This design comes from an exercise in tuning for small area on the open sky130 flow, not from production work.
RTL that was checked went through simulation tests only; none was proved equivalent to the original.
Function not checked in run 2: the RTL went through the layout flow alone.
Power figures rest on the tool's default switching activity, not on a simulated workload.

==> flow/design.v, too long to show whole: its modules and the start of the top module <==
// module ALU_DESIGN: 840 lines
// module alu_fa: 6 lines
module ALU_DESIGN #(parameter WIDTH_OP = 16, WIDTH_CMD = 4)(CLK,RST,INP_VALID,MODE,CMD,CE,OPA,OPB,CIN,ERR,RES,OFLOW,COUT,G,L,E);
  // ...
==> flow/run.sh <==
#!/bin/bash
# synth_recipe.tcl (not shown) runs the flow's synth.tcl, then flattens the netlist and writes it again
# the make line also repeats each setting of config.mk as NAME=value (left out here)
make -C /OpenROAD-flow-scripts/flow DESIGN_CONFIG=/design/flow/config.mk WORK_HOME=/design/flow/orfs CLKGATE_MAP_FILE= SYNTH_SCRIPT=/design/flow/synth_recipe.tcl finish
==> flow/config.mk <==
export PLATFORM = sky130hd
export DESIGN_NAME = ALU_DESIGN
export DESIGN_NICKNAME = ALU_DESIGN
export VERILOG_FILES = /design/flow/design.v
export SDC_FILE = /design/flow/constraint.sdc
export NUM_CORES = 4
export LEC_CHECK = 0
export ABC_AREA = 1
export CAP_MARGIN = 20
export CORE_MARGIN = 2
export CORE_UTILIZATION = 40
export SLEW_MARGIN = 20
export SYNTH_HIERARCHICAL = 1
export SYNTH_MINIMUM_KEEP_SIZE = 0
==> flow/constraint.sdc <==
create_clock -name core_clock -period 10.0 [get_ports {CLK}]
set_input_delay 2.0000 -clock core_clock [delete_from_list [all_inputs] [get_ports {CLK}]]
set_output_delay 2.0000 -clock core_clock [all_outputs]
set_load 0.01 [all_outputs]
==> results.txt, run 1 <==
Worst setup path:
- STA puts the critical path data required time at between 10 and 15 ns.
- Of all nets on the critical path, the largest fanout is 3.
- Together, buffers and inverters on the worst path number 3.
- The slowest stage of the critical path belongs to the cell clkdlybuf4s50_1.
- The delay contributed by the slowest stage of the critical path is 0.43 ns.
- The end of the critical path is OFLOW.

Floorplanning:
- The die covers 46500 um2.
- The number of top-level pins is 81.
- The horizontal die dimension is ~220 um.

Power:
- The group drawing the most power is combinational logic.
- The power after layout is approximately 0.0047 W.
- Of the total power, the share spent switching nets is 0.481.

Clock tree:
- After clock tree synthesis, the clock-pin slew on the worst setup and hold paths is about 0.07 ns.
- The hold buffer count at cts is 0.

Finish:
- The total area of sequential cells is 3990 um2.
- Of the total standard cell area in the layout, the multi-input combinational portion is 0.622.
- In the layout the commonest cells are nand2_1, fa_1, inv_1.
- The largest cell class by area is multi-input gates.
- The area of all placed cells without fillers is between 20000 and 25000 um2.
- In the final design database the tool counted ~2.6k nets.
- The diode insertion count for antenna repair is 0.
- Relative to the synthesized area, the layout overhead comes to 15.7%.
- The total of fill cells in the finished design is between 4k and 5k.

Timing:
- The relative max-transition margin is 0.257.
- The highest clock rate is ~100 MHz.
- The setup clock skew after layout is 0.0132 ns.

Logic synthesis:
- The fraction of synthesized cell area in xor and xnor cells is 0.0179.
- Summing every instance area after synthesis gives ~18000 um2.
- For this run, the leading register cell type out of synthesis is dfrtp_1.
- The average cell area after synthesis is 8.83 um2.
- The Yosys step of the flow raised 7 warnings.
- The number of distinct library cells after synthesis is 51.

Routing:
- The detailed-route wire length on metal 1 is roughly 25000 um.
- The DRC violation total after the first TritonRoute iteration is 1513.
- The routed length on met3 is around 4600 um.
- For this block, the via count after detailed routing is 15.4k.

Status:
- The flow ran to the end and the layout has no timing, DRC or antenna violations.

GRT:
- Entering global routing, the biggest net connects a little under 80 pins.
- The sum of overflow across all layers after global routing is 0.

Hold path:
- Counting instances, the worst hold path has a depth of 2.

Place:
- The wire-length estimate of the detail-placed layout is 48100 um.
==> inputs of run 2 (changes only) <==
--- a/flow/design.v
+++ b/flow/design.v
@@ -4,16 +4,17 @@
 input CLK,RST,MODE,CIN,CE;
 input [1:0] INP_VALID ;
 input [WIDTH_CMD-1:0] CMD ;
 output reg ERR,OFLOW,COUT,G,L,E;
 output reg [WIDTH-1:0] RES;
 reg [15:0] TEMP_A, TEMP_B;
 reg [16:0] TEMP_RES, SIGN_RES;
 reg [31:0] TEMP_MULT;
+reg        mult_shift;                         
 reg        zero_res, zero_sign, zero_mult;    
 reg [1:0]  valid_pipe;
 reg [3:0]  rotation;
 reg        err_flag;
 wire v0 = valid_pipe[0];
 wire v1 = valid_pipe[1];
 wire [15:0] c;                       
 assign c = 16'd1 << CMD;
@@ -22,16 +23,17 @@
 wire need01 = m1 ? (c[4] | c[5]) : (c[6] | c[8] | c[9]);
 wire need10 = m1 ? (c[6] | c[7]) : (c[7] | c[10] | c[11]);
 wire need11 = ~need01 & ~need10;
 wire ivok = need01 ? (INP_VALID == 2'b01) : need10 ? (INP_VALID == 2'b10) : (INP_VALID == 2'b11);
 wire ok = legal & ivok;
 wire mul9  = m1 & c[9];
 wire mul10 = m1 & c[10];
 wire mulc  = mul9 | mul10;
+wire msel  = CMD[0];                 
 wire vsel  = mulc ? v1 : v0;
 wire g     = ok & vsel;             
 wire useA = ~(m1 & (c[6] | c[7]));
 wire decB = m1 & c[7];
 wire useB = ~(m1 & (c[4] | c[5]));
 wire invY = m1 & (c[1] | c[3] | c[5] | c[12]);
 wire sgn  = m1 & (c[11] | c[12]);
 wire ci   = m1 & (c[1] | c[4] | c[6] | c[12] | (c[2] & CIN) | (c[3] & ~CIN));
@@ -69,58 +71,55 @@
 alu_fa u_aw27 (.a(X[13]), .b(Y[13]), .c(aw26), .s(aw27), .co(aw28));
 wire aw29, aw30;
 alu_fa u_aw29 (.a(X[14]), .b(Y[14]), .c(aw28), .s(aw29), .co(aw30));
 wire aw31, aw32;
 alu_fa u_aw31 (.a(X[15]), .b(Y[15]), .c(aw30), .s(aw31), .co(aw32));
 wire [16:0] s16;
 assign s16 = {aw32, aw31, aw29, aw27, aw25, aw23, aw21, aw19, aw17, aw15, aw13, aw11, aw9, aw7, aw5, aw3, aw1};
 wire [16:0] sum = {X16 ^ Y16 ^ s16[16], s16[15:0]};
-reg [16:0] lres;
-always @(*) begin
-  case (CMD[2:0])
-    3'd0: lres = {1'b0, OPA & OPB};
-    3'd1: lres = {1'b1, ~(OPA & OPB)};
-    3'd2: lres = {1'b0, OPA | OPB};
-    3'd3: lres = {1'b1, ~(OPA | OPB)};
-    3'd4: lres = {1'b0, OPA ^ OPB};
-    default: lres = {1'b1, ~(OPA ^ OPB)};
-  endcase
-end
+wire lt00 = CMD[0];
+wire lt01 = CMD[0] ^ (CMD[1] | CMD[2]);
+wire lt11 = ~CMD[0] ^ CMD[2];
+wire [16:0] lres;
+assign lres[16] = CMD[0];
+genvar li;
+generate for (li = 0; li < 16; li = li + 1) begin : lbits
+  alu_lbit u_lbit (.a(OPA[li]), .b(OPB[li]), .t00(lt00), .t01(lt01), .t11(lt11), .o(lres[li]));
+end endgenerate
 wire [15:0] cx = TEMP_A ^ TEMP_B;
 wire [16:0] ltc;
 assign ltc[0] = 1'b0;
 genvar gi;
 generate for (gi = 0; gi < 16; gi = gi + 1) begin : cmpchain
   assign ltc[gi+1] = (~TEMP_A[gi] & TEMP_B[gi]) | (~cx[gi] & ltc[gi]);
 end endgenerate
 wire ult = ltc[16];
 wire eq  = ~|cx;
 wire slt = (TEMP_A[15] ^ TEMP_B[15]) ? TEMP_A[15] : ult;
 wire lt  = sgn ? slt : ult;
-wire [16:0] a2 = mul9 ? {1'b0, TEMP_A} : {TEMP_A, 1'b0};
-wire [15:0] ea = ~(TEMP_A & {16{mul9}});
-wire [15:0] eb = ~(TEMP_B & {16{mul9}});
-wire [16:0] pp0 = ~(a2 & {17{TEMP_B[0]}});
-wire [16:0] pp1 = ~(a2 & {17{TEMP_B[1]}});
-wire [16:0] pp2 = ~(a2 & {17{TEMP_B[2]}});
-wire [16:0] pp3 = ~(a2 & {17{TEMP_B[3]}});
-wire [16:0] pp4 = ~(a2 & {17{TEMP_B[4]}});
-wire [16:0] pp5 = ~(a2 & {17{TEMP_B[5]}});
-wire [16:0] pp6 = ~(a2 & {17{TEMP_B[6]}});
-wire [16:0] pp7 = ~(a2 & {17{TEMP_B[7]}});
-wire [16:0] pp8 = ~(a2 & {17{TEMP_B[8]}});
-wire [16:0] pp9 = ~(a2 & {17{TEMP_B[9]}});
-wire [16:0] pp10 = ~(a2 & {17{TEMP_B[10]}});
-wire [16:0] pp11 = ~(a2 & {17{TEMP_B[11]}});
-wire [16:0] pp12 = ~(a2 & {17{TEMP_B[12]}});
-wire [16:0] pp13 = ~(a2 & {17{TEMP_B[13]}});
-wire [16:0] pp14 = ~(a2 & {17{TEMP_B[14]}});
-wire [16:0] pp15 = ~(a2 & {17{TEMP_B[15]}});
-wire mul9n = ~mul9;
+wire [15:0] ea = ~(TEMP_A & {16{msel}});
+wire [15:0] eb = ~(TEMP_B & {16{msel}});
+wire [15:0] pp0 = ~(TEMP_A & {16{TEMP_B[0]}});
+wire [15:0] pp1 = ~(TEMP_A & {16{TEMP_B[1]}});
+wire [15:0] pp2 = ~(TEMP_A & {16{TEMP_B[2]}});
+wire [15:0] pp3 = ~(TEMP_A & {16{TEMP_B[3]}});
+wire [15:0] pp4 = ~(TEMP_A & {16{TEMP_B[4]}});
+wire [15:0] pp5 = ~(TEMP_A & {16{TEMP_B[5]}});
+wire [15:0] pp6 = ~(TEMP_A & {16{TEMP_B[6]}});
+wire [15:0] pp7 = ~(TEMP_A & {16{TEMP_B[7]}});
+wire [15:0] pp8 = ~(TEMP_A & {16{TEMP_B[8]}});
+wire [15:0] pp9 = ~(TEMP_A & {16{TEMP_B[9]}});
+wire [15:0] pp10 = ~(TEMP_A & {16{TEMP_B[10]}});
+wire [15:0] pp11 = ~(TEMP_A & {16{TEMP_B[11]}});
+wire [15:0] pp12 = ~(TEMP_A & {16{TEMP_B[12]}});
+wire [15:0] pp13 = ~(TEMP_A & {16{TEMP_B[13]}});
+wire [15:0] pp14 = ~(TEMP_A & {16{TEMP_B[14]}});
+wire [15:0] pp15 = ~(TEMP_A & {16{TEMP_B[15]}});
+wire mseln = ~msel;
 wire [31:0] prodn;
 wire [31:0] prod = ~prodn;
 wire mw1, mw2;
 alu_fa u_mw1 (.a(pp0[11]), .b(pp1[10]), .c(1'b1), .s(mw1), .co(mw2));
 wire mw3, mw4;
 alu_fa u_mw3 (.a(pp0[12]), .b(pp1[11]), .c(pp2[10]), .s(mw3), .co(mw4));
 wire mw5, mw6;
 alu_fa u_mw5 (.a(pp3[9]), .b(pp4[8]), .c(1'b1), .s(mw5), .co(mw6));
@@ -144,35 +143,35 @@
 alu_fa u_mw23 (.a(pp3[12]), .b(pp4[11]), .c(pp5[10]), .s(mw23), .co(mw24));
 wire mw25, mw26;
 alu_fa u_mw25 (.a(pp6[9]), .b(pp7[8]), .c(pp8[7]), .s(mw25), .co(mw26));
 wire mw27, mw28;
 alu_fa u_mw27 (.a(pp9[6]), .b(pp10[5]), .c(pp11[4]), .s(mw27), .co(mw28));
 wire mw29, mw30;
 alu_fa u_mw29 (.a(pp12[3]), .b(pp13[2]), .c(1'b1), .s(mw29), .co(mw30));
 wire mw31, mw32;
-alu_fa u_mw31 (.a(pp0[16]), .b(pp1[15]), .c(pp2[14]), .s(mw31), .co(mw32));
+alu_fa u_mw31 (.a(pp1[15]), .b(pp2[14]), .c(pp3[13]), .s(mw31), .co(mw32));
 wire mw33, mw34;
-alu_fa u_mw33 (.a(pp3[13]), .b(pp4[12]), .c(pp5[11]), .s(mw33), .co(mw34));
+alu_fa u_mw33 (.a(pp4[12]), .b(pp5[11]), .c(pp6[10]), .s(mw33), .co(mw34));
 wire mw35, mw36;
-alu_fa u_mw35 (.a(pp6[10]), .b(pp7[9]), .c(pp8[8]), .s(mw35), .co(mw36));
+alu_fa u_mw35 (.a(pp7[9]), .b(pp8[8]), .c(pp9[7]), .s(mw35), .co(mw36));
 wire mw37, mw38;
-alu_fa u_mw37 (.a(pp9[7]), .b(pp10[6]), .c(pp11[5]), .s(mw37), .co(mw38));
+alu_fa u_mw37 (.a(pp10[6]), .b(pp11[5]), .c(1'b1), .s(mw37), .co(mw38));
 wire mw39, mw40;
-alu_fa u_mw39 (.a(pp1[16]), .b(pp2[15]), .c(pp3[14]), .s(mw39), .co(mw40));
+alu_fa u_mw39 (.a(pp2[15]), .b(pp3[14]), .c(pp4[13]), .s(mw39), .co(mw40));
 wire mw41, mw42;
-alu_fa u_mw41 (.a(pp4[13]), .b(pp5[12]), .c(pp6[11]), .s(mw41), .co(mw42));
+alu_fa u_mw41 (.a(pp5[12]), .b(pp6[11]), .c(pp7[10]), .s(mw41), .co(mw42));
 wire mw43, mw44;
-alu_fa u_mw43 (.a(pp7[10]), .b(pp8[9]), .c(pp9[8]), .s(mw43), .co(mw44));
+alu_fa u_mw43 (.a(pp8[9]), .b(pp9[8]), .c(1'b1), .s(mw43), .co(mw44));
 wire mw45, mw46;
-alu_fa u_mw45 (.a(pp2[16]), .b(pp3[15]), .c(pp4[14]), .s(mw45), .co(mw46));
+alu_fa u_mw45 (.a(pp3[15]), .b(pp4[14]), .c(pp5[13]), .s(mw45), .co(mw46));
 wire mw47, mw48;
-alu_fa u_mw47 (.a(pp5[13]), .b(pp6[12]), .c(pp7[11]), .s(mw47), .co(mw48));
+alu_fa u_mw47 (.a(pp6[12]), .b(pp7[11]), .c(1'b1), .s(mw47), .co(mw48));
 wire mw49, mw50;
-alu_fa u_mw49 (.a(pp3[16]), .b(pp4[15]), .c(pp5[14]), .s(mw49), .co(mw50));
+alu_fa u_mw49 (.a(pp4[15]), .b(pp5[14]), .c(1'b1), .s(mw49), .co(mw50));
 wire mw51, mw52;
 alu_fa u_mw51 (.a(pp0[7]), .b(pp1[6]), .c(1'b1), .s(mw51), .co(mw52));
 wire mw53, mw54;
 alu_fa u_mw53 (.a(pp0[8]), .b(pp1[7]), .c(pp2[6]), .s(mw53), .co(mw54));
 wire mw55, mw56;
 alu_fa u_mw55 (.a(pp3[5]), .b(pp4[4]), .c(1'b1), .s(mw55), .co(mw56));
 wire mw57, mw58;
 alu_fa u_mw57 (.a(pp0[9]), .b(pp1[8]), .c(pp2[7]), .s(mw57), .co(mw58));
@@ -190,49 +189,49 @@
 alu_fa u_mw69 (.a(pp9[1]), .b(pp10[0]), .c(1'b1), .s(mw69), .co(mw70));
 wire mw71, mw72;
 alu_fa u_mw71 (.a(pp2[9]), .b(pp3[8]), .c(pp4[7]), .s(mw71), .co(mw72));
 wire mw73, mw74;
 alu_fa u_mw73 (.a(pp5[6]), .b(pp6[5]), .c(pp7[4]), .s(mw73), .co(mw74));
 wire mw75, mw76;
 alu_fa u_mw75 (.a(pp8[3]), .b(pp9[2]), .c(pp10[1]), .s(mw75), .co(mw76));
 wire mw77, mw78;
-alu_fa u_mw77 (.a(pp11[0]), .b(ea[11]), .c(eb[11]), .s(mw77), .co(mw78));
+alu_fa u_mw77 (.a(pp11[0]), .b(mw1), .c(ea[11]), .s(mw77), .co(mw78));
 wire mw79, mw80;
 alu_fa u_mw79 (.a(pp5[7]), .b(pp6[6]), .c(pp7[5]), .s(mw79), .co(mw80));
 wire mw81, mw82;
 alu_fa u_mw81 (.a(pp8[4]), .b(pp9[3]), .c(pp10[2]), .s(mw81), .co(mw82));
 wire mw83, mw84;
-alu_fa u_mw83 (.a(pp11[1]), .b(pp12[0]), .c(ea[12]), .s(mw83), .co(mw84));
+alu_fa u_mw83 (.a(pp11[1]), .b(pp12[0]), .c(mw2), .s(mw83), .co(mw84));
 wire mw85, mw86;
-alu_fa u_mw85 (.a(eb[12]), .b(mw2), .c(mw3), .s(mw85), .co(mw86));
+alu_fa u_mw85 (.a(mw3), .b(mw5), .c(ea[12]), .s(mw85), .co(mw86));
 wire mw87, mw88;
 alu_fa u_mw87 (.a(pp8[5]), .b(pp9[4]), .c(pp10[3]), .s(mw87), .co(mw88));
 wire mw89, mw90;
 alu_fa u_mw89 (.a(pp11[2]), .b(pp12[1]), .c(pp13[0]), .s(mw89), .co(mw90));
 wire mw91, mw92;
-alu_fa u_mw91 (.a(ea[13]), .b(eb[13]), .c(mw4), .s(mw91), .co(mw92));
+alu_fa u_mw91 (.a(mw4), .b(mw6), .c(mw7), .s(mw91), .co(mw92));
 wire mw93, mw94;
-alu_fa u_mw93 (.a(mw6), .b(mw7), .c(mw9), .s(mw93), .co(mw94));
+alu_fa u_mw93 (.a(mw9), .b(mw11), .c(ea[13]), .s(mw93), .co(mw94));
 wire mw95, mw96;
 alu_fa u_mw95 (.a(pp11[3]), .b(pp12[2]), .c(pp13[1]), .s(mw95), .co(mw96));
 wire mw97, mw98;
-alu_fa u_mw97 (.a(pp14[0]), .b(ea[14]), .c(eb[14]), .s(mw97), .co(mw98));
+alu_fa u_mw97 (.a(pp14[0]), .b(mw8), .c(mw10), .s(mw97), .co(mw98));
 wire mw99, mw100;
-alu_fa u_mw99 (.a(mw8), .b(mw10), .c(mw12), .s(mw99), .co(mw100));
+alu_fa u_mw99 (.a(mw12), .b(mw13), .c(mw15), .s(mw99), .co(mw100));
 wire mw101, mw102;
-alu_fa u_mw101 (.a(mw13), .b(mw15), .c(mw17), .s(mw101), .co(mw102));
+alu_fa u_mw101 (.a(mw17), .b(mw19), .c(ea[14]), .s(mw101), .co(mw102));
 wire mw103, mw104;
-alu_fa u_mw103 (.a(pp14[1]), .b(pp15[0]), .c(ea[15]), .s(mw103), .co(mw104));
+alu_fa u_mw103 (.a(pp14[1]), .b(pp15[0]), .c(mw14), .s(mw103), .co(mw104));
 wire mw105, mw106;
-alu_fa u_mw105 (.a(eb[15]), .b(mw14), .c(mw16), .s(mw105), .co(mw106));
+alu_fa u_mw105 (.a(mw16), .b(mw18), .c(mw20), .s(mw105), .co(mw106));
 wire mw107, mw108;
-alu_fa u_mw107 (.a(mw18), .b(mw20), .c(mw21), .s(mw107), .co(mw108));
+alu_fa u_mw107 (.a(mw21), .b(mw23), .c(mw25), .s(mw107), .co(mw108));
 wire mw109, mw110;
-alu_fa u_mw109 (.a(mw23), .b(mw25), .c(mw27), .s(mw109), .co(mw110));
+alu_fa u_mw109 (.a(mw27), .b(mw29), .c(ea[15]), .s(mw109), .co(mw110));
 wire mw111, mw112;
 alu_fa u_mw111 (.a(pp12[4]), .b(pp13[3]), .c(pp14[2]), .s(mw111), .co(mw112));
 wire mw113, mw114;
 alu_fa u_mw113 (.a(pp15[1]), .b(mw22), .c(mw24), .s(mw113), .co(mw114));
 wire mw115, mw116;
 alu_fa u_mw115 (.a(mw26), .b(mw28), .c(mw30), .s(mw115), .co(mw116));
 wire mw117, mw118;
 alu_fa u_mw117 (.a(mw31), .b(mw33), .c(mw35), .s(mw117), .co(mw118));
@@ -256,35 +255,35 @@
 alu_fa u_mw135 (.a(pp6[13]), .b(pp7[12]), .c(pp8[11]), .s(mw135), .co(mw136));
 wire mw137, mw138;
 alu_fa u_mw137 (.a(pp9[10]), .b(pp10[9]), .c(pp11[8]), .s(mw137), .co(mw138));
 wire mw139, mw140;
 alu_fa u_mw139 (.a(pp12[7]), .b(pp13[6]), .c(pp14[5]), .s(mw139), .co(mw140));
 wire mw141, mw142;
 alu_fa u_mw141 (.a(pp15[4]), .b(mw46), .c(mw48), .s(mw141), .co(mw142));
 wire mw143, mw144;
-alu_fa u_mw143 (.a(pp4[16]), .b(pp5[15]), .c(pp6[14]), .s(mw143), .co(mw144));
+alu_fa u_mw143 (.a(pp5[15]), .b(pp6[14]), .c(pp7[13]), .s(mw143), .co(mw144));
 wire mw145, mw146;
-alu_fa u_mw145 (.a(pp7[13]), .b(pp8[12]), .c(pp9[11]), .s(mw145), .co(mw146));
+alu_fa u_mw145 (.a(pp8[12]), .b(pp9[11]), .c(pp10[10]), .s(mw145), .co(mw146));
 wire mw147, mw148;
-alu_fa u_mw147 (.a(pp10[10]), .b(pp11[9]), .c(pp12[8]), .s(mw147), .co(mw148));
+alu_fa u_mw147 (.a(pp11[9]), .b(pp12[8]), .c(pp13[7]), .s(mw147), .co(mw148));
 wire mw149, mw150;
-alu_fa u_mw149 (.a(pp13[7]), .b(pp14[6]), .c(pp15[5]), .s(mw149), .co(mw150));
+alu_fa u_mw149 (.a(pp14[6]), .b(pp15[5]), .c(1'b1), .s(mw149), .co(mw150));
 wire mw151, mw152;
-alu_fa u_mw151 (.a(pp5[16]), .b(pp6[15]), .c(pp7[14]), .s(mw151), .co(mw152));
+alu_fa u_mw151 (.a(pp6[15]), .b(pp7[14]), .c(pp8[13]), .s(mw151), .co(mw152));
 wire mw153, mw154;
-alu_fa u_mw153 (.a(pp8[13]), .b(pp9[12]), .c(pp10[11]), .s(mw153), .co(mw154));
+alu_fa u_mw153 (.a(pp9[12]), .b(pp10[11]), .c(pp11[10]), .s(mw153), .co(mw154));
 wire mw155, mw156;
-alu_fa u_mw155 (.a(pp11[10]), .b(pp12[9]), .c(pp13[8]), .s(mw155), .co(mw156));
+alu_fa u_mw155 (.a(pp12[9]), .b(pp13[8]), .c(1'b1), .s(mw155), .co(mw156));
 wire mw157, mw158;
-alu_fa u_mw157 (.a(pp6[16]), .b(pp7[15]), .c(pp8[14]), .s(mw157), .co(mw158));
+alu_fa u_mw157 (.a(pp7[15]), .b(pp8[14]), .c(pp9[13]), .s(mw157), .co(mw158));
 wire mw159, mw160;
-alu_fa u_mw159 (.a(pp9[13]), .b(pp10[12]), .c(pp11[11]), .s(mw159), .co(mw160));
+alu_fa u_mw159 (.a(pp10[12]), .b(pp11[11]), .c(1'b1), .s(mw159), .co(mw160));
 wire mw161, mw162;
-alu_fa u_mw161 (.a(pp7[16]), .b(pp8[15]), .c(pp9[14]), .s(mw161), .co(mw162));
+alu_fa u_mw161 (.a(pp8[15]), .b(pp9[14]), .c(1'b1), .s(mw161), .co(mw162));
 wire mw163, mw164;
 alu_fa u_mw163 (.a(pp0[4]), .b(pp1[3]), .c(1'b1), .s(mw163), .co(mw164));
 wire mw165, mw166;
 alu_fa u_mw165 (.a(pp0[5]), .b(pp1[4]), .c(pp2[3]), .s(mw165), .co(mw166));
 wire mw167, mw168;
 alu_fa u_mw167 (.a(pp3[2]), .b(pp4[1]), .c(1'b1), .s(mw167), .co(mw168));
 wire mw169, mw170;
 alu_fa u_mw169 (.a(pp0[6]), .b(pp1[5]), .c(pp2[4]), .s(mw169), .co(mw170));
@@ -292,71 +291,71 @@
 alu_fa u_mw171 (.a(pp3[3]), .b(pp4[2]), .c(pp5[1]), .s(mw171), .co(mw172));
 wire mw173, mw174;
 alu_fa u_mw173 (.a(pp6[0]), .b(ea[6]), .c(1'b1), .s(mw173), .co(mw174));
 wire mw175, mw176;
 alu_fa u_mw175 (.a(pp2[5]), .b(pp3[4]), .c(pp4[3]), .s(mw175), .co(mw176));
 wire mw177, mw178;
 alu_fa u_mw177 (.a(pp5[2]), .b(pp6[1]), .c(pp7[0]), .s(mw177), .co(mw178));
 wire mw179, mw180;
-alu_fa u_mw179 (.a(ea[7]), .b(eb[7]), .c(mw51), .s(mw179), .co(mw180));
+alu_fa u_mw179 (.a(mw51), .b(ea[7]), .c(eb[7]), .s(mw179), .co(mw180));
 wire mw181, mw182;
 alu_fa u_mw181 (.a(pp5[3]), .b(pp6[2]), .c(pp7[1]), .s(mw181), .co(mw182));
 wire mw183, mw184;
-alu_fa u_mw183 (.a(pp8[0]), .b(ea[8]), .c(eb[8]), .s(mw183), .co(mw184));
+alu_fa u_mw183 (.a(pp8[0]), .b(mw52), .c(mw53), .s(mw183), .co(mw184));
 wire mw185, mw186;
-alu_fa u_mw185 (.a(mw52), .b(mw53), .c(mw55), .s(mw185), .co(mw186));
+alu_fa u_mw185 (.a(mw55), .b(ea[8]), .c(eb[8]), .s(mw185), .co(mw186));
 wire mw187, mw188;
-alu_fa u_mw187 (.a(pp8[1]), .b(pp9[0]), .c(ea[9]), .s(mw187), .co(mw188));
+alu_fa u_mw187 (.a(pp8[1]), .b(pp9[0]), .c(mw54), .s(mw187), .co(mw188));
 wire mw189, mw190;
-alu_fa u_mw189 (.a(eb[9]), .b(mw54), .c(mw56), .s(mw189), .co(mw190));
+alu_fa u_mw189 (.a(mw56), .b(mw57), .c(mw59), .s(mw189), .co(mw190));
 wire mw191, mw192;
-alu_fa u_mw191 (.a(mw57), .b(mw59), .c(mw61), .s(mw191), .co(mw192));
+alu_fa u_mw191 (.a(mw61), .b(ea[9]), .c(eb[9]), .s(mw191), .co(mw192));
 wire mw193, mw194;
-alu_fa u_mw193 (.a(ea[10]), .b(eb[10]), .c(mw58), .s(mw193), .co(mw194));
+alu_fa u_mw193 (.a(mw58), .b(mw60), .c(mw62), .s(mw193), .co(mw194));
 wire mw195, mw196;
-alu_fa u_mw195 (.a(mw60), .b(mw62), .c(mw63), .s(mw195), .co(mw196));
+alu_fa u_mw195 (.a(mw63), .b(mw65), .c(mw67), .s(mw195), .co(mw196));
 wire mw197, mw198;
-alu_fa u_mw197 (.a(mw65), .b(mw67), .c(mw69), .s(mw197), .co(mw198));
+alu_fa u_mw197 (.a(mw69), .b(ea[10]), .c(eb[10]), .s(mw197), .co(mw198));
 wire mw199, mw200;
 alu_fa u_mw199 (.a(mw64), .b(mw66), .c(mw68), .s(mw199), .co(mw200));
 wire mw201, mw202;
-alu_fa u_mw201 (.a(mw70), .b(mw1), .c(mw71), .s(mw201), .co(mw202));
+alu_fa u_mw201 (.a(mw70), .b(mw71), .c(mw73), .s(mw201), .co(mw202));
 wire mw203, mw204;
-alu_fa u_mw203 (.a(mw73), .b(mw75), .c(mw77), .s(mw203), .co(mw204));
+alu_fa u_mw203 (.a(mw75), .b(eb[11]), .c(mw77), .s(mw203), .co(mw204));
 wire mw205, mw206;
 alu_fa u_mw205 (.a(mw72), .b(mw74), .c(mw76), .s(mw205), .co(mw206));
 wire mw207, mw208;
-alu_fa u_mw207 (.a(mw78), .b(mw5), .c(mw79), .s(mw207), .co(mw208));
+alu_fa u_mw207 (.a(mw79), .b(mw81), .c(mw83), .s(mw207), .co(mw208));
 wire mw209, mw210;
-alu_fa u_mw209 (.a(mw81), .b(mw83), .c(mw85), .s(mw209), .co(mw210));
+alu_fa u_mw209 (.a(eb[12]), .b(mw78), .c(mw85), .s(mw209), .co(mw210));
 wire mw211, mw212;
-alu_fa u_mw211 (.a(mw80), .b(mw82), .c(mw84), .s(mw211), .co(mw212));
+alu_fa u_mw211 (.a(mw80), .b(mw82), .c(mw87), .s(mw211), .co(mw212));
 wire mw213, mw214;
-alu_fa u_mw213 (.a(mw11), .b(mw87), .c(mw89), .s(mw213), .co(mw214));
+alu_fa u_mw213 (.a(mw89), .b(mw84), .c(eb[13]), .s(mw213), .co(mw214));
 wire mw215, mw216;
 alu_fa u_mw215 (.a(mw91), .b(mw86), .c(mw93), .s(mw215), .co(mw216));
 wire mw217, mw218;
-alu_fa u_mw217 (.a(mw88), .b(mw90), .c(mw19), .s(mw217), .co(mw218));
+alu_fa u_mw217 (.a(mw88), .b(mw90), .c(mw95), .s(mw217), .co(mw218));
 wire mw219, mw220;
-alu_fa u_mw219 (.a(mw95), .b(mw97), .c(mw92), .s(mw219), .co(mw220));
+alu_fa u_mw219 (.a(mw97), .b(mw92), .c(eb[14]), .s(mw219), .co(mw220));
 wire mw221, mw222;
 alu_fa u_mw221 (.a(mw99), .b(mw94), .c(mw101), .s(mw221), .co(mw222));
 wire mw223, mw224;
-alu_fa u_mw223 (.a(mw96), .b(mw98), .c(mw29), .s(mw223), .co(mw224));
+alu_fa u_mw223 (.a(mw96), .b(mw98), .c(mw103), .s(mw223), .co(mw224));
 wire mw225, mw226;
-alu_fa u_mw225 (.a(mw103), .b(mw100), .c(mw105), .s(mw225), .co(mw226));
+alu_fa u_mw225 (.a(mw105), .b(mw100), .c(eb[15]), .s(mw225), .co(mw226));
 wire mw227, mw228;
-alu_fa u_mw227 (.a(mw102), .b(mw107), .c(mw109), .s(mw227), .co(mw228));
+alu_fa u_mw227 (.a(mw107), .b(mw102), .c(mw109), .s(mw227), .co(mw228));
 wire mw229, mw230;
-alu_fa u_mw229 (.a(mw104), .b(mw37), .c(mw111), .s(mw229), .co(mw230));
+alu_fa u_mw229 (.a(mw37), .b(mw111), .c(mw104), .s(mw229), .co(mw230));
 wire mw231, mw232;
 alu_fa u_mw231 (.a(mw106), .b(mw113), .c(mw115), .s(mw231), .co(mw232));
 wire mw233, mw234;
-alu_fa u_mw233 (.a(mw108), .b(mw110), .c(mw117), .s(mw233), .co(mw234));
+alu_fa u_mw233 (.a(mw108), .b(mw117), .c(mw110), .s(mw233), .co(mw234));
 wire mw235, mw236;
 alu_fa u_mw235 (.a(mw112), .b(mw43), .c(mw119), .s(mw235), .co(mw236));
 wire mw237, mw238;
 alu_fa u_mw237 (.a(mw121), .b(mw114), .c(mw116), .s(mw237), .co(mw238));
 wire mw239, mw240;
 alu_fa u_mw239 (.a(mw123), .b(mw118), .c(mw125), .s(mw239), .co(mw240));
 wire mw241, mw242;
 alu_fa u_mw241 (.a(mw120), .b(mw122), .c(mw47), .s(mw241), .co(mw242));
@@ -390,89 +389,89 @@
 alu_fa u_mw269 (.a(mw156), .b(mw157), .c(mw159), .s(mw269), .co(mw270));
 wire mw271, mw272;
 alu_fa u_mw271 (.a(pp10[13]), .b(pp11[12]), .c(pp12[11]), .s(mw271), .co(mw272));
 wire mw273, mw274;
 alu_fa u_mw273 (.a(pp13[10]), .b(pp14[9]), .c(pp15[8]), .s(mw273), .co(mw274));
 wire mw275, mw276;
 alu_fa u_mw275 (.a(mw158), .b(mw160), .c(mw161), .s(mw275), .co(mw276));
 wire mw277, mw278;
-alu_fa u_mw277 (.a(pp8[16]), .b(pp9[15]), .c(pp10[14]), .s(mw277), .co(mw278));
+alu_fa u_mw277 (.a(pp9[15]), .b(pp10[14]), .c(pp11[13]), .s(mw277), .co(mw278));
 wire mw279, mw280;
-alu_fa u_mw279 (.a(pp11[13]), .b(pp12[12]), .c(pp13[11]), .s(mw279), .co(mw280));
+alu_fa u_mw279 (.a(pp12[12]), .b(pp13[11]), .c(pp14[10]), .s(mw279), .co(mw280));
 wire mw281, mw282;
-alu_fa u_mw281 (.a(pp14[10]), .b(pp15[9]), .c(mw162), .s(mw281), .co(mw282));
+alu_fa u_mw281 (.a(pp15[9]), .b(mw162), .c(1'b1), .s(mw281), .co(mw282));
 wire mw283, mw284;
-alu_fa u_mw283 (.a(pp9[16]), .b(pp10[15]), .c(pp11[14]), .s(mw283), .co(mw284));
+alu_fa u_mw283 (.a(pp10[15]), .b(pp11[14]), .c(pp12[13]), .s(mw283), .co(mw284));
 wire mw285, mw286;
-alu_fa u_mw285 (.a(pp12[13]), .b(pp13[12]), .c(pp14[11]), .s(mw285), .co(mw286));
+alu_fa u_mw285 (.a(pp13[12]), .b(pp14[11]), .c(1'b1), .s(mw285), .co(mw286));
 wire mw287, mw288;
-alu_fa u_mw287 (.a(pp10[16]), .b(pp11[15]), .c(pp12[14]), .s(mw287), .co(mw288));
+alu_fa u_mw287 (.a(pp11[15]), .b(pp12[14]), .c(1'b1), .s(mw287), .co(mw288));
 wire mw289, mw290;
 alu_fa u_mw289 (.a(pp0[2]), .b(pp1[1]), .c(1'b1), .s(mw289), .co(mw290));
 wire mw291, mw292;
 alu_fa u_mw291 (.a(pp0[3]), .b(pp1[2]), .c(pp2[1]), .s(mw291), .co(mw292));
 wire mw293, mw294;
 alu_fa u_mw293 (.a(pp3[0]), .b(ea[3]), .c(1'b1), .s(mw293), .co(mw294));
 wire mw295, mw296;
 alu_fa u_mw295 (.a(pp2[2]), .b(pp3[1]), .c(pp4[0]), .s(mw295), .co(mw296));
 wire mw297, mw298;
-alu_fa u_mw297 (.a(ea[4]), .b(eb[4]), .c(mw163), .s(mw297), .co(mw298));
+alu_fa u_mw297 (.a(mw163), .b(ea[4]), .c(eb[4]), .s(mw297), .co(mw298));
 wire mw299, mw300;
-alu_fa u_mw299 (.a(pp5[0]), .b(ea[5]), .c(eb[5]), .s(mw299), .co(mw300));
+alu_fa u_mw299 (.a(pp5[0]), .b(mw164), .c(mw165), .s(mw299), .co(mw300));
 wire mw301, mw302;
-alu_fa u_mw301 (.a(mw164), .b(mw165), .c(mw167), .s(mw301), .co(mw302));
+alu_fa u_mw301 (.a(mw167), .b(ea[5]), .c(eb[5]), .s(mw301), .co(mw302));
 wire mw303, mw304;
-alu_fa u_mw303 (.a(eb[6]), .b(mw166), .c(mw168), .s(mw303), .co(mw304));
+alu_fa u_mw303 (.a(mw166), .b(mw168), .c(mw169), .s(mw303), .co(mw304));
 wire mw305, mw306;
-alu_fa u_mw305 (.a(mw169), .b(mw171), .c(mw173), .s(mw305), .co(mw306));
+alu_fa u_mw305 (.a(mw171), .b(eb[6]), .c(mw173), .s(mw305), .co(mw306));
 wire mw307, mw308;
-alu_fa u_mw307 (.a(mw170), .b(mw172), .c(mw174), .s(mw307), .co(mw308));
+alu_fa u_mw307 (.a(mw170), .b(mw172), .c(mw175), .s(mw307), .co(mw308));
 wire mw309, mw310;
-alu_fa u_mw309 (.a(mw175), .b(mw177), .c(mw179), .s(mw309), .co(mw310));
+alu_fa u_mw309 (.a(mw177), .b(mw174), .c(mw179), .s(mw309), .co(mw310));
 wire mw311, mw312;
 alu_fa u_mw311 (.a(mw176), .b(mw178), .c(mw181), .s(mw311), .co(mw312));
 wire mw313, mw314;
 alu_fa u_mw313 (.a(mw183), .b(mw180), .c(mw185), .s(mw313), .co(mw314));
 wire mw315, mw316;
-alu_fa u_mw315 (.a(mw182), .b(mw184), .c(mw187), .s(mw315), .co(mw316));
+alu_fa u_mw315 (.a(mw182), .b(mw187), .c(mw184), .s(mw315), .co(mw316));
 wire mw317, mw318;
 alu_fa u_mw317 (.a(mw189), .b(mw186), .c(mw191), .s(mw317), .co(mw318));
 wire mw319, mw320;
-alu_fa u_mw319 (.a(mw188), .b(mw190), .c(mw193), .s(mw319), .co(mw320));
+alu_fa u_mw319 (.a(mw188), .b(mw193), .c(mw190), .s(mw319), .co(mw320));
 wire mw321, mw322;
-alu_fa u_mw321 (.a(mw192), .b(mw195), .c(mw197), .s(mw321), .co(mw322));
+alu_fa u_mw321 (.a(mw195), .b(mw192), .c(mw197), .s(mw321), .co(mw322));
 wire mw323, mw324;
 alu_fa u_mw323 (.a(mw194), .b(mw199), .c(mw196), .s(mw323), .co(mw324));
 wire mw325, mw326;
-alu_fa u_mw325 (.a(mw198), .b(mw201), .c(mw203), .s(mw325), .co(mw326));
+alu_fa u_mw325 (.a(mw201), .b(mw198), .c(mw203), .s(mw325), .co(mw326));
 wire mw327, mw328;
 alu_fa u_mw327 (.a(mw200), .b(mw205), .c(mw202), .s(mw327), .co(mw328));
 wire mw329, mw330;
-alu_fa u_mw329 (.a(mw204), .b(mw207), .c(mw209), .s(mw329), .co(mw330));
+alu_fa u_mw329 (.a(mw207), .b(mw204), .c(mw209), .s(mw329), .co(mw330));
 wire mw331, mw332;
 alu_fa u_mw331 (.a(mw206), .b(mw211), .c(mw208), .s(mw331), .co(mw332));
 wire mw333, mw334;
 alu_fa u_mw333 (.a(mw213), .b(mw210), .c(mw215), .s(mw333), .co(mw334));
 wire mw335, mw336;
-alu_fa u_mw335 (.a(mw212), .b(mw214), .c(mw217), .s(mw335), .co(mw336));
+alu_fa u_mw335 (.a(mw212), .b(mw217), .c(mw214), .s(mw335), .co(mw336));
 wire mw337, mw338;
 alu_fa u_mw337 (.a(mw219), .b(mw216), .c(mw221), .s(mw337), .co(mw338));
 wire mw339, mw340;
 alu_fa u_mw339 (.a(mw218), .b(mw223), .c(mw220), .s(mw339), .co(mw340));
 wire mw341, mw342;
 alu_fa u_mw341 (.a(mw225), .b(mw222), .c(mw227), .s(mw341), .co(mw342));
 wire mw343, mw344;
-alu_fa u_mw343 (.a(mw224), .b(mw229), .c(mw226), .s(mw343), .co(mw344));
+alu_fa u_mw343 (.a(mw229), .b(mw224), .c(mw231), .s(mw343), .co(mw344));
 wire mw345, mw346;
-alu_fa u_mw345 (.a(mw231), .b(mw228), .c(mw233), .s(mw345), .co(mw346));
+alu_fa u_mw345 (.a(mw226), .b(mw233), .c(mw228), .s(mw345), .co(mw346));
 wire mw347, mw348;
-alu_fa u_mw347 (.a(mw230), .b(mw235), .c(mw237), .s(mw347), .co(mw348));
+alu_fa u_mw347 (.a(mw235), .b(mw230), .c(mw237), .s(mw347), .co(mw348));
 wire mw349, mw350;
-alu_fa u_mw349 (.a(mw232), .b(mw234), .c(mw239), .s(mw349), .co(mw350));
+alu_fa u_mw349 (.a(mw232), .b(mw239), .c(mw234), .s(mw349), .co(mw350));
 wire mw351, mw352;
 alu_fa u_mw351 (.a(mw236), .b(mw241), .c(mw238), .s(mw351), .co(mw352));
 wire mw353, mw354;
 alu_fa u_mw353 (.a(mw243), .b(mw240), .c(mw245), .s(mw353), .co(mw354));
 wire mw355, mw356;
 alu_fa u_mw355 (.a(mw242), .b(mw247), .c(mw249), .s(mw355), .co(mw356));
 wire mw357, mw358;
 alu_fa u_mw357 (.a(mw244), .b(mw251), .c(mw246), .s(mw357), .co(mw358));
@@ -500,31 +499,31 @@
 alu_fa u_mw379 (.a(pp15[10]), .b(mw278), .c(mw280), .s(mw379), .co(mw380));
 wire mw381, mw382;
 alu_fa u_mw381 (.a(mw283), .b(mw285), .c(mw282), .s(mw381), .co(mw382));
 wire mw383, mw384;
 alu_fa u_mw383 (.a(pp13[13]), .b(pp14[12]), .c(pp15[11]), .s(mw383), .co(mw384));
 wire mw385, mw386;
 alu_fa u_mw385 (.a(mw284), .b(mw286), .c(mw287), .s(mw385), .co(mw386));
 wire mw387, mw388;
-alu_fa u_mw387 (.a(pp11[16]), .b(pp12[15]), .c(pp13[14]), .s(mw387), .co(mw388));
+alu_fa u_mw387 (.a(pp12[15]), .b(pp13[14]), .c(pp14[13]), .s(mw387), .co(mw388));
 wire mw389, mw390;
-alu_fa u_mw389 (.a(pp14[13]), .b(pp15[12]), .c(mw288), .s(mw389), .co(mw390));
+alu_fa u_mw389 (.a(pp15[12]), .b(mw288), .c(1'b1), .s(mw389), .co(mw390));
 wire mw391, mw392;
-alu_fa u_mw391 (.a(pp12[16]), .b(pp13[15]), .c(pp14[14]), .s(mw391), .co(mw392));
+alu_fa u_mw391 (.a(pp13[15]), .b(pp14[14]), .c(1'b1), .s(mw391), .co(mw392));
 wire mw393, mw394;
 alu_fa u_mw393 (.a(pp0[0]), .b(ea[0]), .c(1'b1), .s(mw393), .co(mw394));
 wire mw395, mw396;
 alu_fa u_mw395 (.a(pp0[1]), .b(pp1[0]), .c(ea[1]), .s(mw395), .co(mw396));
 wire mw397, mw398;
-alu_fa u_mw397 (.a(pp2[0]), .b(ea[2]), .c(eb[2]), .s(mw397), .co(mw398));
+alu_fa u_mw397 (.a(pp2[0]), .b(mw289), .c(ea[2]), .s(mw397), .co(mw398));
 wire mw399, mw400;
-alu_fa u_mw399 (.a(eb[3]), .b(mw290), .c(mw291), .s(mw399), .co(mw400));
+alu_fa u_mw399 (.a(mw290), .b(mw291), .c(eb[3]), .s(mw399), .co(mw400));
 wire mw401, mw402;
-alu_fa u_mw401 (.a(mw292), .b(mw294), .c(mw295), .s(mw401), .co(mw402));
+alu_fa u_mw401 (.a(mw292), .b(mw295), .c(mw294), .s(mw401), .co(mw402));
 wire mw403, mw404;
 alu_fa u_mw403 (.a(mw296), .b(mw299), .c(mw298), .s(mw403), .co(mw404));
 wire mw405, mw406;
 alu_fa u_mw405 (.a(mw300), .b(mw303), .c(mw302), .s(mw405), .co(mw406));
 wire mw407, mw408;
 alu_fa u_mw407 (.a(mw304), .b(mw307), .c(mw306), .s(mw407), .co(mw408));
 wire mw409, mw410;
 alu_fa u_mw409 (.a(mw308), .b(mw311), .c(mw310), .s(mw409), .co(mw410));
@@ -538,21 +537,21 @@
 alu_fa u_mw417 (.a(mw324), .b(mw327), .c(mw326), .s(mw417), .co(mw418));
 wire mw419, mw420;
 alu_fa u_mw419 (.a(mw328), .b(mw331), .c(mw330), .s(mw419), .co(mw420));
 wire mw421, mw422;
 alu_fa u_mw421 (.a(mw332), .b(mw335), .c(mw334), .s(mw421), .co(mw422));
 wire mw423, mw424;
 alu_fa u_mw423 (.a(mw336), .b(mw339), .c(mw338), .s(mw423), .co(mw424));
 wire mw425, mw426;
-alu_fa u_mw425 (.a(mw340), .b(mw343), .c(mw342), .s(mw425), .co(mw426));
+alu_fa u_mw425 (.a(mw340), .b(mw343), .c(mw345), .s(mw425), .co(mw426));
 wire mw427, mw428;
-alu_fa u_mw427 (.a(mw344), .b(mw347), .c(mw346), .s(mw427), .co(mw428));
+alu_fa u_mw427 (.a(mw344), .b(mw347), .c(mw349), .s(mw427), .co(mw428));
 wire mw429, mw430;
-alu_fa u_mw429 (.a(mw351), .b(mw348), .c(mw350), .s(mw429), .co(mw430));
+alu_fa u_mw429 (.a(mw351), .b(mw348), .c(mw353), .s(mw429), .co(mw430));
 wire mw431, mw432;
 alu_fa u_mw431 (.a(mw355), .b(mw352), .c(mw357), .s(mw431), .co(mw432));
 wire mw433, mw434;
 alu_fa u_mw433 (.a(mw359), .b(mw356), .c(mw358), .s(mw433), .co(mw434));
 wire mw435, mw436;
 alu_fa u_mw435 (.a(mw360), .b(mw363), .c(mw365), .s(mw435), .co(mw436));
 wire mw437, mw438;
 alu_fa u_mw437 (.a(mw367), .b(mw364), .c(mw369), .s(mw437), .co(mw438));
@@ -564,57 +563,57 @@
 alu_fa u_mw443 (.a(mw379), .b(mw376), .c(mw381), .s(mw443), .co(mw444));
 wire mw445, mw446;
 alu_fa u_mw445 (.a(mw383), .b(mw380), .c(mw385), .s(mw445), .co(mw446));
 wire mw447, mw448;
 alu_fa u_mw447 (.a(mw384), .b(mw387), .c(mw389), .s(mw447), .co(mw448));
 wire mw449, mw450;
 alu_fa u_mw449 (.a(pp15[13]), .b(mw388), .c(mw391), .s(mw449), .co(mw450));
 wire mw451, mw452;
-alu_fa u_mw451 (.a(pp13[16]), .b(pp14[15]), .c(pp15[14]), .s(mw451), .co(mw452));
+alu_fa u_mw451 (.a(pp14[15]), .b(pp15[14]), .c(1'b1), .s(mw451), .co(mw452));
 wire mw453, mw454;
-alu_fa u_mw453 (.a(eb[0]), .b(mul9n), .c(1'b1), .s(mw453), .co(mw454));
+alu_fa u_mw453 (.a(eb[0]), .b(mseln), .c(1'b1), .s(mw453), .co(mw454));
 wire mw455, mw456;
 alu_fa u_mw455 (.a(eb[1]), .b(mw394), .c(mw395), .s(mw455), .co(mw456));
 wire mw457, mw458;
-alu_fa u_mw457 (.a(mw396), .b(mw289), .c(mw397), .s(mw457), .co(mw458));
+alu_fa u_mw457 (.a(eb[2]), .b(mw396), .c(mw397), .s(mw457), .co(mw458));
 wire mw459, mw460;
 alu_fa u_mw459 (.a(mw398), .b(mw293), .c(mw399), .s(mw459), .co(mw460));
 wire mw461, mw462;
 alu_fa u_mw461 (.a(mw400), .b(mw297), .c(mw401), .s(mw461), .co(mw462));
 wire mw463, mw464;
-alu_fa u_mw463 (.a(mw402), .b(mw301), .c(mw403), .s(mw463), .co(mw464));
+alu_fa u_mw463 (.a(mw301), .b(mw402), .c(mw403), .s(mw463), .co(mw464));
 wire mw465, mw466;
-alu_fa u_mw465 (.a(mw305), .b(mw404), .c(mw405), .s(mw465), .co(mw466));
+alu_fa u_mw465 (.a(mw404), .b(mw405), .c(mw305), .s(mw465), .co(mw466));
 wire mw467, mw468;
-alu_fa u_mw467 (.a(mw406), .b(mw407), .c(mw309), .s(mw467), .co(mw468));
+alu_fa u_mw467 (.a(mw406), .b(mw309), .c(mw407), .s(mw467), .co(mw468));
 wire mw469, mw470;
-alu_fa u_mw469 (.a(mw408), .b(mw313), .c(mw409), .s(mw469), .co(mw470));
+alu_fa u_mw469 (.a(mw313), .b(mw408), .c(mw409), .s(mw469), .co(mw470));
 wire mw471, mw472;
 alu_fa u_mw471 (.a(mw317), .b(mw410), .c(mw411), .s(mw471), .co(mw472));
 wire mw473, mw474;
 alu_fa u_mw473 (.a(mw321), .b(mw412), .c(mw413), .s(mw473), .co(mw474));
 wire mw475, mw476;
-alu_fa u_mw475 (.a(mw325), .b(mw414), .c(mw415), .s(mw475), .co(mw476));
+alu_fa u_mw475 (.a(mw414), .b(mw415), .c(mw325), .s(mw475), .co(mw476));
 wire mw477, mw478;
-alu_fa u_mw477 (.a(mw416), .b(mw417), .c(mw329), .s(mw477), .co(mw478));
+alu_fa u_mw477 (.a(mw416), .b(mw329), .c(mw417), .s(mw477), .co(mw478));
 wire mw479, mw480;
-alu_fa u_mw479 (.a(mw418), .b(mw333), .c(mw419), .s(mw479), .co(mw480));
+alu_fa u_mw479 (.a(mw333), .b(mw418), .c(mw419), .s(mw479), .co(mw480));
 wire mw481, mw482;
 alu_fa u_mw481 (.a(mw337), .b(mw420), .c(mw421), .s(mw481), .co(mw482));
 wire mw483, mw484;
 alu_fa u_mw483 (.a(mw341), .b(mw422), .c(mw423), .s(mw483), .co(mw484));
 wire mw485, mw486;
-alu_fa u_mw485 (.a(mw345), .b(mw424), .c(mw425), .s(mw485), .co(mw486));
+alu_fa u_mw485 (.a(mw342), .b(mw424), .c(mw425), .s(mw485), .co(mw486));
 wire mw487, mw488;
-alu_fa u_mw487 (.a(mw349), .b(mw426), .c(mw427), .s(mw487), .co(mw488));
+alu_fa u_mw487 (.a(mw346), .b(mw427), .c(mw426), .s(mw487), .co(mw488));
 wire mw489, mw490;
-alu_fa u_mw489 (.a(mw353), .b(mw428), .c(mw429), .s(mw489), .co(mw490));
+alu_fa u_mw489 (.a(mw350), .b(mw429), .c(mw428), .s(mw489), .co(mw490));
 wire mw491, mw492;
-alu_fa u_mw491 (.a(mw354), .b(mw430), .c(mw431), .s(mw491), .co(mw492));
+alu_fa u_mw491 (.a(mw354), .b(mw431), .c(mw430), .s(mw491), .co(mw492));
 wire mw493, mw494;
 alu_fa u_mw493 (.a(mw361), .b(mw433), .c(mw432), .s(mw493), .co(mw494));
 wire mw495, mw496;
 alu_fa u_mw495 (.a(mw362), .b(mw434), .c(mw435), .s(mw495), .co(mw496));
 wire mw497, mw498;
 alu_fa u_mw497 (.a(mw366), .b(mw437), .c(mw436), .s(mw497), .co(mw498));
 wire mw499, mw500;
 alu_fa u_mw499 (.a(mw373), .b(mw439), .c(mw438), .s(mw499), .co(mw500));
@@ -626,17 +625,17 @@
 alu_fa u_mw505 (.a(mw382), .b(mw445), .c(mw444), .s(mw505), .co(mw506));
 wire mw507, mw508;
 alu_fa u_mw507 (.a(mw386), .b(mw447), .c(mw446), .s(mw507), .co(mw508));
 wire mw509, mw510;
 alu_fa u_mw509 (.a(mw390), .b(mw449), .c(mw448), .s(mw509), .co(mw510));
 wire mw511, mw512;
 alu_fa u_mw511 (.a(mw392), .b(mw451), .c(mw450), .s(mw511), .co(mw512));
 wire mw513, mw514;
-alu_fa u_mw513 (.a(pp14[16]), .b(pp15[15]), .c(mw452), .s(mw513), .co(mw514));
+alu_fa u_mw513 (.a(pp15[15]), .b(mw452), .c(1'b1), .s(mw513), .co(mw514));
 wire mw515, mw516;
 alu_fa u_mw515 (.a(mw393), .b(mw453), .c(1'b1), .s(mw515), .co(mw516));
 wire mw517, mw518;
 alu_fa u_mw517 (.a(mw455), .b(mw454), .c(mw516), .s(mw517), .co(mw518));
 wire mw519, mw520;
 alu_fa u_mw519 (.a(mw457), .b(mw456), .c(mw518), .s(mw519), .co(mw520));
 wire mw521, mw522;
 alu_fa u_mw521 (.a(mw459), .b(mw458), .c(mw520), .s(mw521), .co(mw522));
@@ -723,38 +722,45 @@
 alu_fa u_mw602 (.a(mw507), .b(mw506), .c(mw601), .s(mw602), .co(mw603));
 wire mw604, mw605;
 alu_fa u_mw604 (.a(mw509), .b(mw508), .c(mw603), .s(mw604), .co(mw605));
 wire mw606, mw607;
 alu_fa u_mw606 (.a(mw511), .b(mw510), .c(mw605), .s(mw606), .co(mw607));
 wire mw608, mw609;
 alu_fa u_mw608 (.a(mw513), .b(mw512), .c(mw607), .s(mw608), .co(mw609));
 wire mw610, mw611;
-alu_fa u_mw610 (.a(pp15[16]), .b(mw514), .c(mw609), .s(mw610), .co(mw611));
+alu_fa u_mw610 (.a(mw514), .b(mw609), .c(1'b1), .s(mw610), .co(mw611));
 wire mw612 = mw598 ^ ~mw597;
 wire mw613 = ~mw598;
 wire mw614 = mw600 ^ (~mw597 & mw613);
 wire mw615 = mw613 & ~mw600;
 wire mw616 = mw602 ^ (~mw597 & mw615);
 wire mw617 = mw615 & ~mw602;
 wire mw618 = mw604 ^ (~mw597 & mw617);
 wire mw619 = mw617 & ~mw604;
 wire mw620 = mw606 ^ (~mw597 & mw619);
 wire mw621 = mw619 & ~mw606;
 wire mw622 = mw608 ^ (~mw597 & mw621);
 wire mw623 = mw621 & ~mw608;
 wire mw624 = mw610 ^ (~mw597 & mw623);
 assign prodn = {mw624, mw622, mw620, mw618, mw616, mw614, mw612, mw595, mw593, mw591, mw589, mw587, mw574, mw572, mw570, mw568, mw566, mw553, mw551, mw549, mw547, mw545, mw533, mw531, mw529, mw527, mw525, mw523, mw521, mw519, mw517, mw515};
-wire [31:0] dbl = {TEMP_A, TEMP_A};
-wire [3:0]  rsh = c[13] ? rotation : (4'd0 - rotation);
-wire [15:0] rot = dbl >> rsh;
+wire rol = ~c[13];
+wire [3:0] rsh = {rotation[3] ^ (rol & (rotation[2] | rotation[1] | rotation[0])),
+                  rotation[2] ^ (rol & (rotation[1] | rotation[0])),
+                  rotation[1] ^ (rol & rotation[0]),
+                  rotation[0]};
+wire [15:0] rt0 = TEMP_A;
+wire [15:0] rt1 = rsh[0] ? {rt0[0],   rt0[15:1]} : rt0;
+wire [15:0] rt2 = rsh[1] ? {rt1[1:0], rt1[15:2]} : rt1;
+wire [15:0] rt3 = rsh[2] ? {rt2[3:0], rt2[15:4]} : rt2;
+wire [15:0] rot = rsh[3] ? {rt3[7:0], rt3[15:8]} : rt3;
 reg [31:0] rsel;
 always @(*) begin
   if (m1) begin
-    if (mulc)               rsel = zero_mult ? 32'd0 : TEMP_MULT;
+    if (mulc)               rsel = zero_mult ? 32'd0 : mult_shift ? {TEMP_MULT[30:0], 1'b0} : TEMP_MULT;
     else if (sgn)           rsel = zero_sign ? 32'd0 : {{15{SIGN_RES[16]}}, SIGN_RES};
     else                    rsel = zero_res ? 32'd0 : {15'd0, TEMP_RES};
   end else begin
     case (CMD)
       4'd6:  rsel = {16'hFFFF, ~TEMP_A};
       4'd7:  rsel = {16'hFFFF, ~TEMP_B};
       4'd8:  rsel = {16'd0, TEMP_A};
       4'd9:  rsel = {15'd0, TEMP_A, 1'b0};
@@ -829,18 +835,26 @@
       err_flag <= 1'b0;
     end
   end
 end
 always @(posedge CLK) begin
   if (CE & legal) begin
     if (ok & ldTR & ~(m1 & c[8])) TEMP_RES <= m1 ? sum : lres;
     if (ok & sgn)             SIGN_RES <= sum;
-    if (v0 & mulc)            TEMP_MULT <= prod;
+    if (v0 & mulc) begin
+      TEMP_MULT  <= prod;
+      mult_shift <= ~msel;
+    end
   end
 end
 endmodule
+module alu_lbit (a, b, t00, t01, t11, o);
+input a, b, t00, t01, t11;
+output o;
+assign o = (a ^ b) ? t01 : (a ? t11 : t00);
+endmodule
 module alu_fa (a, b, c, s, co);
 input a, b, c;
 output s, co;
 assign s = a ^ b ^ c;
 assign co = (a & b) | (a & c) | (b & c);
 endmodule
==> flow/flow/run.sh (new file) <==
#!/bin/bash
# Own flow: the standard layout (standard.sh), with its synthesis changed only in the
# script of the final ABC mapping (an area-oriented one, flow/abc_area_deep.script), and
# port buffers of the smallest buffer cell. Registers are inferred and mapped exactly as in
# the standard synthesis. Each tool's output goes to the ORFS logs; make's to flow_make.log.
set -euo pipefail
W=$PWD
# synthesis script = ORFS synth.tcl with the final abc call's -script argument replaced
python3 - "$FLOW_HOME/scripts/synth.tcl" "$W/my_synth.tcl" <<'PY'
import sys
s = open(sys.argv[1]).read()
old = "  log_cmd abc {*}$abc_args\n"
assert s.count(old) == 1
s = s.replace(old, "  set abc_args [lreplace $abc_args 1 1 $::env(MY_ABC_SCRIPT)]\n" + old)
open(sys.argv[2], "w").write(s)
PY
# The standard flow's synthesis wrapper, sourcing the script above instead of ORFS's
sed "s#\$::env(SCRIPTS_DIR)/synth.tcl#$W/my_synth.tcl#" synth_recipe.tcl > my_synth_recipe.tcl
grep -q "$W/my_synth.tcl" my_synth_recipe.tcl
export MY_ABC_SCRIPT=$W/flow/abc_area_deep.script
bash standard.sh SYNTH_SCRIPT=$W/my_synth_recipe.tcl \
  "BUFFER_PORTS_ARGS=-buffer_cell sky130_fd_sc_hd__buf_1" finish > flow_make.log 2>&1
==> flow/flow/abc_area_deep.script (new file) <==
strash
&get -n
&deepsyn -T 60
&put
&get -n
&dch -f
&nf -R 1000
&put
topo
==> flow/standard.sh (new file) <==
#!/bin/bash
# synth_recipe.tcl (not shown) runs the flow's synth.tcl, then flattens the netlist and writes it again
# the make line also repeats each setting of config.mk as NAME=value (left out here)
make -C /OpenROAD-flow-scripts/flow DESIGN_CONFIG=/design/flow/config.mk WORK_HOME=/design/flow/orfs CLKGATE_MAP_FILE= SYNTH_SCRIPT=/design/flow/synth_recipe.tcl "${@:-finish}"
==> flow/config.mk (replaced) <==
export PLATFORM = sky130hd
export DESIGN_NAME = ALU_DESIGN
export DESIGN_NICKNAME = ALU_DESIGN
export VERILOG_FILES = /design/flow/design.v
export SDC_FILE = /design/flow/constraint.sdc
export NUM_CORES = 4
export LEC_CHECK = 0
export CAP_MARGIN = 20
export CORE_MARGIN = 2
export CORE_UTILIZATION = 60
export PLACE_DENSITY = 0.7
export SLEW_MARGIN = 20
export SYNTH_HIERARCHICAL = 1
export SYNTH_MINIMUM_KEEP_SIZE = 0
removed: flow/run.sh
==> run 2 against run 1 <==
Fmax shrank 0.69%. Critical path depth decreased by 5. Core utilization is 22 points higher. Worst hold slack worse by 0.042 ns. Final area decreased by 11%. Via count shrank 6.5%. Area after synthesis is 10% lower. Largest cell class unchanged. Largest power group unchanged.
==> results.txt, run 2 <==
Status:
- The flow ran to the end and the layout has no timing, DRC or antenna violations.

Worst setup path:
- The largest individual stage delay along the critical path comes from the cell fa_1.
- The required time of the critical path is 10.36 ns (-0.05 ns).
- The kind of launch point of the worst setup path is an input port.
- The kind of end point of the critical path is a flip-flop.
- The most frequent cell on the critical path is fa_1.
- The maximum net fanout on the critical path came to 3 (unchanged).
- The critical path is of the in -> reg type.
- In this run the critical register-to-register path is launched from TEMP_A[1].
- In this run the worst setup path begins at MODE.
- The data arrival time at the worst-slack endpoint is 10.07 ns.
- The delay contributed by the slowest stage of the critical path is 0.42 ns (about the same).

Logic synthesis:
- The commonest register cell after synthesis is dfrtp_1.
- Among all cell types in the netlist, the one instantiated most often is nand2_1.
- For this run, the register share of the synthesized area comes to 0.249.
- The number of flip-flops and latches in the synthesized netlist is 147.
- The library cell with the largest summed area after synthesis is fa_1.
- The number of distinct library cells after synthesis came to 50 (-2.0%).
- The number of warning messages in the yosys log was 7 (unchanged).
- Synthesis produced approximately 1.5k cells.
- The fraction of registers with async set or reset after synthesis is 0.544.
- Yosys attributes the largest share of cell area to fa_1, edfxtp_1, dfrtp_1.
- The average cell area after synthesis is 10.7 um2 (+22%).
- The total standard cell area after synthesis is 16100 um2 (-10%).
- The number of enable-type register cells in the synthesized netlist is 67.
- The share of synthesized area in the top cell type comes to 0.379.
- By count the netlist is led by nand2_1, fa_1, dfrtp_1.

GRT:
- The largest net degree at the start of global routing is 81 (+5.2%).
- The initial antenna violation count is 4.
- The number of global-route vias before repair came to approximately 15k.
- The sum of overflow across all layers after global routing is 0 (unchanged).
- For this run, the total global-route usage over all layers was measured as 0.435.
- The first-pass GRT wire length is between 80000 and 90000 um.

Power:
- The power density of the placed cells is ~360 nW/um2.
- The peak supply drop is ~0.00037 V.
- The power after layout was 0.00672 W (+44%).
- The analysis attributes to cell leakage a power of 5.95 nW.

Finish:
- The largest registers in the layout are RES x32, TEMP_MULT x32.
- The total of fill cells in the finished design is 2043 (-52%).
- The top cell types in the final layout, fill and taps aside, are nand2_1, fa_1, buf_4.
- In the final layout, the share of cells above drive strength 1 is 0.0867.
- From synthesis to final layout, the design area changed by 14.4%.
- Leaving out fill and tap cells, the most frequent cell in the layout is nand2_1.
- The area of all placed cells without fillers is 18400 um2 (-11%).
- The number of non-filler instances in the completed layout is about 2.1k.
- The layout net count came to 2114 (-18%).

Routing:
- The routed length on met3 was 8200 um (+79%).
- The aggregate routed wire length is about 60000 um.
- The routed design uses 26300 um of met2 wire.
- The overall via count from detail_route is 14.4k (-6.5%).
- The first-pass iteration count of the detailed router is 10.
- The detailed-route wire length on metal 1 came to 21300 um (-15%).
- The top routing layer in use is met5.
- The post-detailed-route count of antenna-violating nets is 0.
- The number of DRC violations after detailed routing is 0.
- After detailed routing, the average wire length per cell comes to between 20 and 30 um.
- The number of vias per cell after detailed routing is a little under 7.
- The DRC violation total after the first TritonRoute iteration is 2087 (+38%).

Hold path:
- The min-delay analysis places its worst path in the category reg -> reg.
- The hold path startpoint is TEMP_MULT[31].

Clock tree:
- The root buffer cell chosen for the clock tree is clkbuf_16.
- The number of buffers on the longest clock path is 2.
- The CTS tree is built.
- The clock sink count is 147.
- The clock slew at the register clock pins of the worst setup and hold paths is 0.08 ns (about the same).
- The number of buffers added by the clock tree synthesis step is 17.
- The clock insertion delay at the later pin of the skew report is between 0.4 and 0.5 ns.
- The number of levels the H-tree was split into is 4.

Floorplanning:
- The horizontal die dimension was 168 um (-22%).
- The area of the die is 28200 um2 (-39%).
- The number of top-level pins is 81 (unchanged).
- The standard cell core area is ~27000 um2.
- The effective utilization at floorplan is 0.605.
- The initialized floorplan defines 60 standard-cell rows.
- The y dimension of the die is 168 um.

Timing:
- The ratio of final minimum period to clock period is 0.971.
- Setup repair after global routing left no endpoint under its margin.
- For the final routed database, the setup TNS stands at 0 ns.
- The count of endpoints failing setup in the final report is 0.
- The relative max-transition margin came to 0.182 (-0.0753).
- The final number of hold-violating endpoints came to 0.
- The setup clock skew after layout is 0.0240 ns (+0.0108 ns).
- The slew at the pin with the worst max-slew slack is about 1.2 ns.
- The final critical path time including I/O delays and setup is about 9.7 ns.
- The smallest hold slack is a little under 0.5 ns.
- The max-slew violation count is 0.
- The highest clock rate came to 103 MHz (-0.69%).

Place:
- The quantity of I/O buffers inserted on ports is 80.
- The placed instance count is ~2k.
- The post-placement cell area is 17700 um2.
- Routability-driven placement finished with a final weighted congestion of between 0.9 and 1.
- The sum of net half-perimeters after detailed placement is 44100 um (-8.5%).

Flow run:
- Max-cap violations in this run came to 0.
## run 2: logic make-up (layout without fill, tap and decap cells)
family / after synthesis / after routing / synth area share
AND/OR/NAND/NOR: 521 / 521 / 0.132
AO/OA/AOI/OAI: 349 / 349 / 0.151
other: 1 / 38 / 0.000233
adder cells (fa/ha/maj): 342 / 342 / 0.407
XOR/XNOR: 41 / 41 / 0.0223
buffers and inverters: 68 / 272 / 0.0158
multiplexers: 33 / 33 / 0.0217
flip-flops: 147 / 147 / 0.249
## run 2: area by class of cell
class | instances | area, um2 | share of cell area
sequential | 147 | 4020 | 0.218
inverter | 68 | 262 | 0.0142
clock buffer | 17 | 425 | 0.0231
timing repair buffer | 172 | 1040 | 0.0562
multi-input combinational | 1323 | 12100 | 0.656
antenna | 1 | 2.50 | 0.000136
tap | 341 | 427 | 0.0231
clock inverter | 15 | 179 | 0.00970
## run 2: metrics by stage
stage / util / setup slack [ns]
after floorplan: - / 0.0658
after global placement: 0.665 / -0.255
after detailed placement: 0.665 / -0.432
after CTS: 0.688 / 0.0295
after global routing: 0.692 / 0.0113
final: 0.692 / 0.293
## run 2: final timing paths
kind / end / cells after the start / slack, ns
setup / recovery: OFLOW / 29 / 0.29
hold / removal: RES[31] / 1 / 0.49
setup reg to reg: TEMP_MULT[31] / 29 / 1.24
hold reg to reg: RES[31] / 1 / 0.49
max in group asynchronous: RES[17] / 3 / 7.68
min in group asynchronous: TEMP_A[12] / 3 / 1.75
## run 2: routing by layer
| metal | track usage | vias to the layer above |
|---|---|---|
| met5 | 0 | - |
| met4 | 0.214 | 2 |
| met3 | 0.133 | 262 |
| met2 | 0.647 | 1187 |
| met1 | 0.589 | 7161 |
| li1 | - | 5750 |
## run 2: what timing repair did
| action | CTS | global route |
|---|---|---|
| buffers inserted | 0 | 1 |
| resized for setup | 2 | 14 |
| hold buffers | 0 | 0 |
| pin swaps | 1 | 1 |
| setup endpoints to repair | 1 | 6 |
## run 2: modules after synthesis (local to each module, per instance)
| module | flip-flops and latches | area, um2 | times used |
|---|---|---|---|
| ALU_DESIGN | 147 | 9580 | 1 |
| alu_lbit | 0 | 27.5 | 16 |
| alu_fa | 0 | 20.0 | 305 |
## run 2: worst max-delay path: cells and delay by family
kind / cells / cell delay [ns]
simple gates: 5 / 0.68
fa+ha+maj: 16 / 6.24
compound gates: 4 / 0.55
xor+xnor: 2 / 0.30
buf+inv: 2 / 0.28
## run 2: power by group
part | leakage [nW] | switching (W) | internal (W)
clock | 0.288 | 0.000350 | 0.000340
combinational | 3.99 | 0.00282 | 0.00206
sequential | 1.67 | 0.000195 | 0.000958

## re-timing with driven ports
Ports are ideal in the flow. The routed layouts listed here were re-timed in OpenROAD.
Step 1: set_driving_cell puts a clkbuf_16 on CLK and a buf_2 on each other input, an assumption about the parent block.
Step 2 adds t to the input delays and takes it off the output delays; t is the mean of the earliest and latest rising clock arrival at the registers after step 1. Input paths then give back, and output paths get back, about the clock's delay inside the block.
a / b / c = ideal / step 1 / step 2; a / b = the first two.
run | t (ns) | setup slack, ns | hold slack, ns | worst setup path after step 2 | clock arrival spread, ns
run 1 | 0.513 | 0.359 / 0.389 / -0.124 | 0.529 / 0.529 / 0.529 | input to register | 0.014 / 0.014
run 2 | 0.496 | 0.293 / 0.295 / -0.201 | 0.487 / 0.487 / 0.487 | input to register | 0.026 / 0.025
Met with ideal ports but missed after step 2: setup timing in run 1 and run 2. For run 2, which loses most, drivers alone change the setup slack by +0.002 ns; drivers and shift together by -0.494 ns.
